This design comes from an exercise in tuning for small area, a short achievable clock period and few clock cycles per item on the open sky130 flow, not from production work.
Where RTL was checked, it was by simulation tests only, not by an equivalence proof against the original.

==> 07-02: inputs <==
Design Milestone_1, start of the top module:
module Milestone_1 (
		input logic clock,
		input logic resetn,
		input logic start,
		output logic done,
		input logic  [15:0] SRAM_read_data,
		output logic [15:0] SRAM_write_data,
		output logic SRAM_we_n,
		output logic [17:0] SRAM_address
);
==> flow/config.mk <==
export PLATFORM = sky130hd
export DESIGN_NAME = Milestone_1
export DESIGN_NICKNAME = Milestone_1
export VERILOG_FILES = /design/flow/design.v
export SDC_FILE = /design/flow/constraint.sdc
export NUM_CORES = 4
export LEC_CHECK = 0
export CAP_MARGIN = 20
export CORE_MARGIN = 2
export CORE_UTILIZATION = 30
export SLEW_MARGIN = 20
==> flow/constraint.sdc <==
create_clock -name core_clock -period 11.0 [get_ports {clock}]
set_input_delay 2.2000 -clock core_clock [delete_from_list [all_inputs] [get_ports {clock}]]
set_output_delay 2.2000 -clock core_clock [all_outputs]
set_load 0.01 [all_outputs]
run.sh (not shown) runs the stock make flow with config.mk's settings and CLKGATE_MAP_FILE= SYNTH_SCRIPT=/design/flow/synth_recipe.tcl, a recipe that flattens the netlist after the stock synthesis.
==> 09-24 (differences from 07-02) <==
==> flow/flow/run.sh (new file) <==
#!/bin/bash
# Standard ORFS layout, with timing repair aiming below the clock period
# (setup repair margin 7.5 ns on the 11 ns clock).
set -e
export SETUP_SLACK_MARGIN=7.5
bash standard.sh > standard.log 2>&1
==> flow/standard.sh (new file) <==
#!/bin/bash
# synth_recipe.tcl (not shown) runs the flow's synth.tcl, then flattens the netlist and writes it again
# the make line also repeats each setting of config.mk as NAME=value (left out here)
make -C /OpenROAD-flow-scripts/flow DESIGN_CONFIG=/design/flow/config.mk WORK_HOME=/design/flow/orfs CLKGATE_MAP_FILE= SYNTH_SCRIPT=/design/flow/synth_recipe.tcl "${@:-finish}"
removed: flow/run.sh
==> 07-05 (differences from 07-02) <==
--- a/flow/design.v
+++ b/flow/design.v
@@ -12,13 +12,14 @@
 localparam W_BR = 2'd0, W_GB = 2'd1, W_RG = 2'd2;
 typedef struct packed {
 	logic       shift;
 	logic [1:0] src;
 	logic       pend_ld, rdq_ld, yw_ld, qy_hi, qy_lo, evenld, qyt_ld, qu_f, qv_f, b0_ld;
 	logic [1:0] wsel;
-	logic       wr, rd_y, rd_u, rd_v, fin;
+	logic       wr, rd_y, yodd, rd_c, cv, fin;
+	logic [1:0] cd;
 } ctl_t;
 function automatic ctl_t decode(input logic [4:0] f, input logic [6:0] kk, input logic last);
 	ctl_t d;
 	logic k79, k78;
 	k79 = (kk == 7'd79);
 	k78 = (kk == 7'd78);
@@ -50,37 +51,41 @@
 	d.qv_f    = k79 ? (f == 5'd3 || f == 5'd7) : (f == 5'd3 || f == 5'd8);
 	d.b0_ld   = (f == 5'd2) || (f == 5'd7);
 	d.wsel    = (f == 5'd2 || f == 5'd7) ? W_RG : (f == 5'd1 || f == 5'd6 || f == 5'd10) ? W_GB : W_BR;
 	d.wr      = (f == 5'd0 || f == 5'd1 || f == 5'd2 || f == 5'd5 || f == 5'd6 || f == 5'd7) ||
 	            (k79 && last && (f == 5'd9 || f == 5'd10));
 	d.rd_y    = k79 ? (f == 5'd13 || f == 5'd17) : (f == 5'd4 || f == 5'd8);
-	d.rd_u    = k79 ? (f == 5'd3 || f == 5'd11 || f == 5'd18) : (f == 5'd9 && kk <= 7'd76);
-	d.rd_v    = k79 ? (f == 5'd4 || f == 5'd12) : (f == 5'd3 && kk <= 7'd77);
+	d.yodd    = (f == 5'd8) || (f == 5'd17);
+	d.rd_c    = k79 ? (f == 5'd3 || f == 5'd4 || f == 5'd11 || f == 5'd12 || f == 5'd18) :
+	                  ((f == 5'd9 && kk <= 7'd76) || (f == 5'd3 && kk <= 7'd77));
+	d.cv      = k79 ? (f == 5'd4 || f == 5'd12) : (f == 5'd3);
+	d.cd      = (f == 5'd9 || f == 5'd18) ? 2'd2 : (k79 && (f == 5'd3 || f == 5'd4)) ? 2'd0 : 2'd1;
 	d.fin     = k79 && last && (f == 5'd10);
 	decode = d;
 endfunction
 logic        run, pro;
 logic [4:0]  fc;
 logic [6:0]  k;
-logic [15:0] ya, ucnt;
+logic [14:0] fr;    
 logic [16:0] wa;
 ctl_t        q;
 logic [7:0]  c [0:9];
 logic [15:0] rd_q, yw;
 logic [7:0]  pend;
 logic [8:0]  fa, fbn, fcn;
 logic [16:0] fq;
 logic [8:0]  qu, qv;
 logic [7:0]  qy8;
 logic [24:0] qyt;
-logic [11:0] rs, rc, gs, gc, bs, bc;
+logic [10:0] rs, rc, gs, gc, bs, bc;
 logic        rl, gl, bl;
 logic        nu, nv;
 logic [7:0]  b0;
 wire k79     = (k == 7'd79);
-wire lastrow = (ya == 16'd38400);
+wire lastrow = (fr == 15'd19199);
+wire [14:0] fr1 = fr + 15'd1;
 wire end_frame = k79 ? (fc == 5'd18) : (fc == 5'd9);
 logic [4:0] nfc;
 logic [6:0] nk;
 always_comb begin
 	if (!run) begin
 		nfc = 5'd4;
@@ -134,30 +139,30 @@
 	end else begin
 		if (q.qu_f) qu <= fz;
 		if (q.qv_f) qv <= fz;
 	end
 	if (q.qyt_ld) qyt <= ytv;
 end
-wire [11:0] rs_w, rc_w, gs_w, gc_w, bs_w, bc_w;
+wire [10:0] rs_w, rc_w, gs_w, gc_w, bs_w, bc_w;
 wire        rl_w, gl_w, bl_w;
 m_r u_r (.yt(qyt), .zv(qv), .hs(rs_w), .hc(rc_w), .cl(rl_w));
 m_g u_g (.yt(qyt), .zu(qu), .zv(qv), .hs(gs_w), .hc(gc_w), .cl(gl_w));
 m_b u_b (.yt(qyt), .zu(qu), .hs(bs_w), .hc(bc_w), .cl(bl_w));
 always_ff @(posedge clock) begin
 	rs <= rs_w; rc <= rc_w; rl <= rl_w;
 	gs <= gs_w; gc <= gc_w; gl <= gl_w;
 	bs <= bs_w; bc <= bc_w; bl <= bl_w;
 	nu <= (qu < 9'd104);
 	nv <= (qv < 9'd104);
 end
-function automatic [7:0] clip(input [11:0] s, input [11:0] cc, input ci, input neg);
-	logic [12:0] tt;
-	logic [11:0] t;
+function automatic [7:0] clip(input [10:0] s, input [10:0] cc, input ci, input neg);
+	logic [11:0] tt;
+	logic [10:0] t;
 	tt = {s, 1'b1} + {cc, ci};
-	t = tt[12:1];
-	clip = (neg | t[11]) ? 8'd0 : ((|t[10:8]) ? 8'd255 : t[7:0]);
+	t = tt[11:1];
+	clip = (neg | t[10]) ? 8'd0 : ((|t[9:8]) ? 8'd255 : t[7:0]);
 endfunction
 wire [7:0] r8 = clip(rs, rc, rl, nv);
 wire [7:0] g8 = clip(gs, gc, gl, nu | nv);
 wire [7:0] b8 = clip(bs, bc, bl, nu);
 wire do_wr = q.wr && !pro;
 logic [15:0] wdat;
@@ -173,30 +178,26 @@
 	if (q.b0_ld) b0 <= b8;
 	fc <= nfc;
 	k  <= nk;
 	if (!run) begin
 		if (start) begin
 			pro  <= 1'b1;
-			ya   <= 16'd0;
-			ucnt <= 16'd38400;
+			fr   <= 15'h7fff;
 			wa   <= 17'd15872;
 			SRAM_address <= 18'd38400;
 		end
 	end else begin
 		if (k == 7'd0 && fc == 5'd1) pro <= 1'b0;
+		if (end_frame) fr <= fr1;
 		if (do_wr) begin
 			SRAM_address <= {1'b1, wa};
 			wa <= wa + 17'd1;
 		end else if (q.rd_y) begin
-			SRAM_address <= {2'b0, ya};
-			ya <= ya + 16'd1;
-		end else if (q.rd_v) begin
-			SRAM_address <= {1'b0, ucnt + 17'd19200};
-			ucnt <= ucnt + 16'd1;
+			SRAM_address <= {2'b0, fr1, q.yodd};
 		end else begin
-			SRAM_address <= {2'b0, ucnt};
+			SRAM_address <= {1'b0, {2'b0, fr1} + (q.cv ? 17'd57600 : 17'd38400) + {15'd0, q.cd}};
 		end
 	end
 end
 always_ff @(posedge clock or negedge resetn) begin
 	if (!resetn) begin
 		run <= 1'b0;
@@ -315,13 +316,13 @@
   wire t33 = a[7] ^ q[11] ^ t14; wire t34 = (a[7] & q[11]) | (a[7] & t14) | (q[11] & t14);
   wire t35 = a[8] ^ q[12]; wire t36 = a[8] & q[12];
   wire [16:0] ra = {q[16], q[15], q[14], q[13], t34, t32, t30, t28, t26, t24, t22, t20, t18, t16, q[2], a[1], a[0]};
   wire [16:0] rb = {1'b0, 1'b0, 1'b0, t36, t35, t33, t31, t29, t27, t25, t23, t21, t19, t17, t15, q[1], q[0]};
   assign o = ra + rb;
 endmodule
-module m_r(input logic [24:0] yt, input logic [8:0] zv, output logic [11:0] hs, output logic [11:0] hc, output logic cl);
+module m_r(input logic [24:0] yt, input logic [8:0] zv, output logic [10:0] hs, output logic [10:0] hc, output logic cl);
   wire t1 = yt[7] ^ ~zv[7]; wire t2 = yt[7] & ~zv[7];
   wire t3 = yt[8] ^ ~zv[8] ^ zv[6]; wire t4 = (yt[8] & ~zv[8]) | (yt[8] & zv[6]) | (~zv[8] & zv[6]);
   wire t5 = zv[4] ^ zv[1]; wire t6 = zv[4] & zv[1];
   wire t7 = yt[9] ^ zv[7] ^ zv[5]; wire t8 = (yt[9] & zv[7]) | (yt[9] & zv[5]) | (zv[7] & zv[5]);
   wire t9 = yt[10] ^ zv[8]; wire t10 = yt[10] & zv[8];
   wire t11 = yt[11] ^ zv[7]; wire t12 = yt[11] & zv[7];
@@ -386,20 +387,20 @@
   wire t129 = t39 ^ t78 ^ t79; wire t130 = (t39 & t78) | (t39 & t79) | (t78 & t79);
   wire t131 = t41 ^ t80 ^ t81; wire t132 = (t41 & t80) | (t41 & t81) | (t80 & t81);
   wire t133 = t43 ^ t82 ^ t83; wire t134 = (t43 & t82) | (t43 & t83) | (t82 & t83);
   wire t135 = t44 ^ t84 ^ t85; wire t136 = (t44 & t84) | (t44 & t85) | (t84 & t85);
   wire t137 = 1'b1 ^ t86 ^ t87; wire t138 = (1'b1 & t86) | (1'b1 & t87) | (t86 & t87);
   wire t139 = zv[8] ^ t88; wire t140 = zv[8] & t88;
-  wire [27:0] ra = {1'b1, 1'b1, t138, t136, t134, t132, t130, t128, t126, t124, t122, t120, t118, t116, t114, t112, t110, t108, t106, t104, t102, t100, t98, t96, t94, t92, t90, 1'b1};
-  wire [27:0] rb = {1'b0, t140, t139, t137, t135, t133, t131, t129, t127, t125, t123, t121, t119, t117, t115, t113, t111, t109, t107, t105, t103, t101, t99, t97, t95, t93, t91, t89};
+  wire [26:0] ra = {1'b1, t138, t136, t134, t132, t130, t128, t126, t124, t122, t120, t118, t116, t114, t112, t110, t108, t106, t104, t102, t100, t98, t96, t94, t92, t90, 1'b1};
+  wire [26:0] rb = {t140, t139, t137, t135, t133, t131, t129, t127, t125, t123, t121, t119, t117, t115, t113, t111, t109, t107, t105, t103, t101, t99, t97, t95, t93, t91, t89};
   wire [16:0] lsum = {1'b0, ra[15:0]} + {1'b0, rb[15:0]};
   assign cl = lsum[16];
-  assign hs = ra[27:16];
-  assign hc = rb[27:16];
+  assign hs = ra[26:16];
+  assign hc = rb[26:16];
 endmodule
-module m_g(input logic [24:0] yt, input logic [8:0] zu, input logic [8:0] zv, output logic [11:0] hs, output logic [11:0] hc, output logic cl);
+module m_g(input logic [24:0] yt, input logic [8:0] zu, input logic [8:0] zv, output logic [10:0] hs, output logic [10:0] hc, output logic cl);
   wire t1 = yt[15] ^ ~zu[5]; wire t2 = yt[15] & ~zu[5];
   wire t3 = yt[16] ^ ~zu[6] ^ zu[3]; wire t4 = (yt[16] & ~zu[6]) | (yt[16] & zu[3]) | (~zu[6] & zu[3]);
   wire t5 = ~zu[1] ^ ~zv[4]; wire t6 = ~zu[1] & ~zv[4];
   wire t7 = yt[17] ^ ~zu[7] ^ zu[4]; wire t8 = (yt[17] & ~zu[7]) | (yt[17] & zu[4]) | (~zu[7] & zu[4]);
   wire t9 = ~zu[2] ^ ~zv[5]; wire t10 = ~zu[2] & ~zv[5];
   wire t11 = yt[18] ^ ~zu[8] ^ zu[5]; wire t12 = (yt[18] & ~zu[8]) | (yt[18] & zu[5]) | (~zu[8] & zu[5]);
@@ -485,20 +486,20 @@
   wire t171 = t73 ^ t120 ^ t121; wire t172 = (t73 & t120) | (t73 & t121) | (t120 & t121);
   wire t173 = t77 ^ t122 ^ t123; wire t174 = (t77 & t122) | (t77 & t123) | (t122 & t123);
   wire t175 = t81 ^ t124 ^ t125; wire t176 = (t81 & t124) | (t81 & t125) | (t124 & t125);
   wire t177 = t85 ^ t126 ^ t127; wire t178 = (t85 & t126) | (t85 & t127) | (t126 & t127);
   wire t179 = t87 ^ t128 ^ t129; wire t180 = (t87 & t128) | (t87 & t129) | (t128 & t129);
   wire t181 = t88 ^ t130 ^ t131; wire t182 = (t88 & t130) | (t88 & t131) | (t130 & t131);
-  wire [27:0] ra = {1'b1, 1'b1, t132, t180, t178, t176, t174, t172, t170, t168, t166, t164, t162, t160, t158, t156, t154, t152, t150, t148, t146, t144, t142, t140, t138, t136, t134, 1'b1};
-  wire [27:0] rb = {1'b0, 1'b0, t182, t181, t179, t177, t175, t173, t171, t169, t167, t165, t163, t161, t159, t157, t155, t153, t151, t149, t147, t145, t143, t141, t139, t137, t135, t133};
+  wire [26:0] ra = {1'b1, t132, t180, t178, t176, t174, t172, t170, t168, t166, t164, t162, t160, t158, t156, t154, t152, t150, t148, t146, t144, t142, t140, t138, t136, t134, 1'b1};
+  wire [26:0] rb = {1'b0, t182, t181, t179, t177, t175, t173, t171, t169, t167, t165, t163, t161, t159, t157, t155, t153, t151, t149, t147, t145, t143, t141, t139, t137, t135, t133};
   wire [16:0] lsum = {1'b0, ra[15:0]} + {1'b0, rb[15:0]};
   assign cl = lsum[16];
-  assign hs = ra[27:16];
-  assign hc = rb[27:16];
+  assign hs = ra[26:16];
+  assign hc = rb[26:16];
 endmodule
-module m_b(input logic [24:0] yt, input logic [8:0] zu, output logic [11:0] hs, output logic [11:0] hc, output logic cl);
+module m_b(input logic [24:0] yt, input logic [8:0] zu, output logic [10:0] hs, output logic [10:0] hc, output logic cl);
   wire t1 = yt[6] ^ ~zu[6]; wire t2 = yt[6] & ~zu[6];
   wire t3 = yt[7] ^ ~zu[7] ^ ~zu[5]; wire t4 = (yt[7] & ~zu[7]) | (yt[7] & ~zu[5]) | (~zu[7] & ~zu[5]);
   wire t5 = zu[2] ^ zu[0]; wire t6 = zu[2] & zu[0];
   wire t7 = yt[8] ^ ~zu[8] ^ ~zu[6]; wire t8 = (yt[8] & ~zu[8]) | (yt[8] & ~zu[6]) | (~zu[8] & ~zu[6]);
   wire t9 = zu[3] ^ zu[1] ^ 1'b1; wire t10 = (zu[3] & zu[1]) | (zu[3] & 1'b1) | (zu[1] & 1'b1);
   wire t11 = yt[9] ^ ~zu[7] ^ zu[4]; wire t12 = (yt[9] & ~zu[7]) | (yt[9] & zu[4]) | (~zu[7] & zu[4]);
@@ -548,13 +549,13 @@
   wire t99 = 1'b1 ^ t56 ^ t57; wire t100 = (1'b1 & t56) | (1'b1 & t57) | (t56 & t57);
   wire t101 = yt[21] ^ zu[4] ^ t58; wire t102 = (yt[21] & zu[4]) | (yt[21] & t58) | (zu[4] & t58);
   wire t103 = yt[22] ^ zu[5]; wire t104 = yt[22] & zu[5];
   wire t105 = yt[23] ^ zu[6]; wire t106 = yt[23] & zu[6];
   wire t107 = yt[24] ^ zu[7]; wire t108 = yt[24] & zu[7];
   wire t109 = zu[8] ^ 1'b1; wire t110 = zu[8] & 1'b1;
-  wire [27:0] ra = {1'b1, 1'b1, t108, t106, t104, t102, t100, t98, t96, t94, t92, t90, t88, t86, t84, t82, t80, t78, t76, t74, t72, t70, t68, t66, t64, t62, t60, 1'b1};
-  wire [27:0] rb = {1'b0, t110, t109, t107, t105, t103, t101, t99, t97, t95, t93, t91, t89, t87, t85, t83, t81, t79, t77, t75, t73, t71, t69, t67, t65, t63, t61, t59};
+  wire [26:0] ra = {1'b1, t108, t106, t104, t102, t100, t98, t96, t94, t92, t90, t88, t86, t84, t82, t80, t78, t76, t74, t72, t70, t68, t66, t64, t62, t60, 1'b1};
+  wire [26:0] rb = {t110, t109, t107, t105, t103, t101, t99, t97, t95, t93, t91, t89, t87, t85, t83, t81, t79, t77, t75, t73, t71, t69, t67, t65, t63, t61, t59};
   wire [16:0] lsum = {1'b0, ra[15:0]} + {1'b0, rb[15:0]};
   assign cl = lsum[16];
-  assign hs = ra[27:16];
-  assign hc = rb[27:16];
+  assign hs = ra[26:16];
+  assign hc = rb[26:16];
 endmodule
==> flow/flow/run.sh (new file) <==
#!/bin/bash
# Standard ORFS layout, with timing repair aiming below the clock period
# (setup repair margin 7.5 ns on the 11 ns clock).
set -e
export SETUP_SLACK_MARGIN=7.5
bash standard.sh > standard.log 2>&1
==> flow/standard.sh (new file) <==
#!/bin/bash
# synth_recipe.tcl (not shown) runs the flow's synth.tcl, then flattens the netlist and writes it again
# the make line also repeats each setting of config.mk as NAME=value (left out here)
make -C /OpenROAD-flow-scripts/flow DESIGN_CONFIG=/design/flow/config.mk WORK_HOME=/design/flow/orfs CLKGATE_MAP_FILE= SYNTH_SCRIPT=/design/flow/synth_recipe.tcl "${@:-finish}"
removed: flow/run.sh
==> impl_metrics.py <==
metrics = {
    "status": {
        "status": "complete, no violations",
    },
    "finish": {
        "clkbuf_count": 61,
    },
    "critical_path": {
        "crit_type": "flop to flop",
        "setup.worst_path.end_class": "flop",
    },
    "route": {
        "met1Wirelength_um": 26700,
        "wirelength_um": 55600,
    },
    "timing": {
        "tightest_slew_ns": 1.06,
        "rsz0062_at_grt": "yes",
        "finClkSkew_ns": 0.0270,
    },
    "placed_design": {
        "gp_congestion": 0.836,
    },
    "clock_tree": {
        "numClockSinks": 405,
        "insertion_delay_ns": 0.59,
    },
    "floorplanning": {
        "core_area_um2": 85000,
    },
    "yosys": {
        "synthXorXnorAreaFrac": 0.0415,
        "syn_nets": 2854,
    },
}
That was 09-24.
==> impl_metrics.py <==
metrics = {
    "global_routing": {
        "grtUsageTotal": 0.131,
        "grt_pass1_vias": 16800,
    },
    "timing": {
        "finClkSkew_ns": 0.0424,
        "rsz0062_at_grt": "yes",
        "tightest_slew_ns": 0.951,
        "slew-limit-headroom": 0.365,
    },
    "finish": {
        "instances_no_fill": 3674,
        "clkbuf_count": 54,
    },
    "floorplanning": {
        "core_area_um2": 84000,
        "io_pins": 55,
    },
    "clock_tree": {
        "insertion_delay_ns": 0.60,
        "numClockSinks": 391,
    },
    "route": {
        "met1Wirelength_um": 26100,
        "wirelength_um": 56600,
    },
    "status": {
        "status": "complete, no violations",
    },
    "yosys": {
        "synth_area_leaders": "edfxtp_1 23%, dfxtp_1 15%, fa_1 15%, ha_1 13%, inv_1 7.0%",
    },
    "placed_design": {
        "gp_congestion": 0.824,
    },
    "critical_path": {
        "crit_type": "flop to flop",
    },
}
That was 07-05.
==> impl_metrics.py <==
metrics = {
    "route": {
        "met1Wirelength_um": 27100,
    },
    "status": {
        "status": "complete, no violations",
    },
    "placed_design": {
        "gp_congestion": 0.833,
    },
    "floorplanning": {
        "core_area_um2": 85000,
    },
    "yosys": {
        "syn_nets": 2854,
        "synthXorXnorAreaFrac": 0.0415,
        "yosysMostFrequentCell": "inv_1",
    },
    "timing": {
        "finClkSkew_ns": 0.0438,
    },
    "clock_tree": {
        "insertion_delay_ns": 0.61,
        "numClockSinks": 405,
    },
    "critical_path": {
        "setup.worst_path.end_class": "output pin",
        "crit_type": "flop to output pin",
    },
    "finish": {
        "clkbuf_count": 64,
    },
}
That was 07-02.
Testbench counts of 07-02, summed over its fixed seeds: cycles 1,553,344, images 8.
Testbench counts of 09-24, summed over its fixed seeds: cycles 1,553,344, images 8.
No functional check of the RTL was part of 07-05.

## port drivers added, routing unchanged
In the flow no input, the clock included, has a driving cell. The finished layouts below were timed again as built, in two steps. Step 1 (the two cells are an assumption about what drives the block):
set clk [get_ports {clock}]
set_driving_cell -lib_cell sky130_fd_sc_hd__clkbuf_16 $clk
set_driving_cell -lib_cell sky130_fd_sc_hd__buf_2 [delete_from_list [all_inputs] $clk]
Step 2 adds t to the input delays and takes it off the output delays; t is the mean of the earliest and latest rising clock arrival at the registers after step 1. Input paths then give back, and output paths get back, about the clock's delay inside the block. Slacks: no drivers / after step 1 / after step 2; pairs: no drivers / after step 1.
run | t (ns) | setup slack, ns | worst hold slack (ns) | worst setup path after step 2 | worst slew at a driven data input, ns
07-02 | 0.648 | 7.157 / 7.099 / 7.129 | 0.402 / 0.402 / 0.402 | input to register | 0.08
09-24 | 0.638 | 7.501 / 7.484 / 7.119 | 0.418 / 0.418 / 0.418 | input to register | 0.06
07-05 | 0.639 | 7.486 / 7.486 / 7.191 | 0.396 / 0.396 / 0.396 | input to register | 0.07
After both steps setup and hold are still met in every run listed. The setup slack of 09-24, which loses most, moves by -0.017 ns with the drivers and by -0.382 ns with both steps.
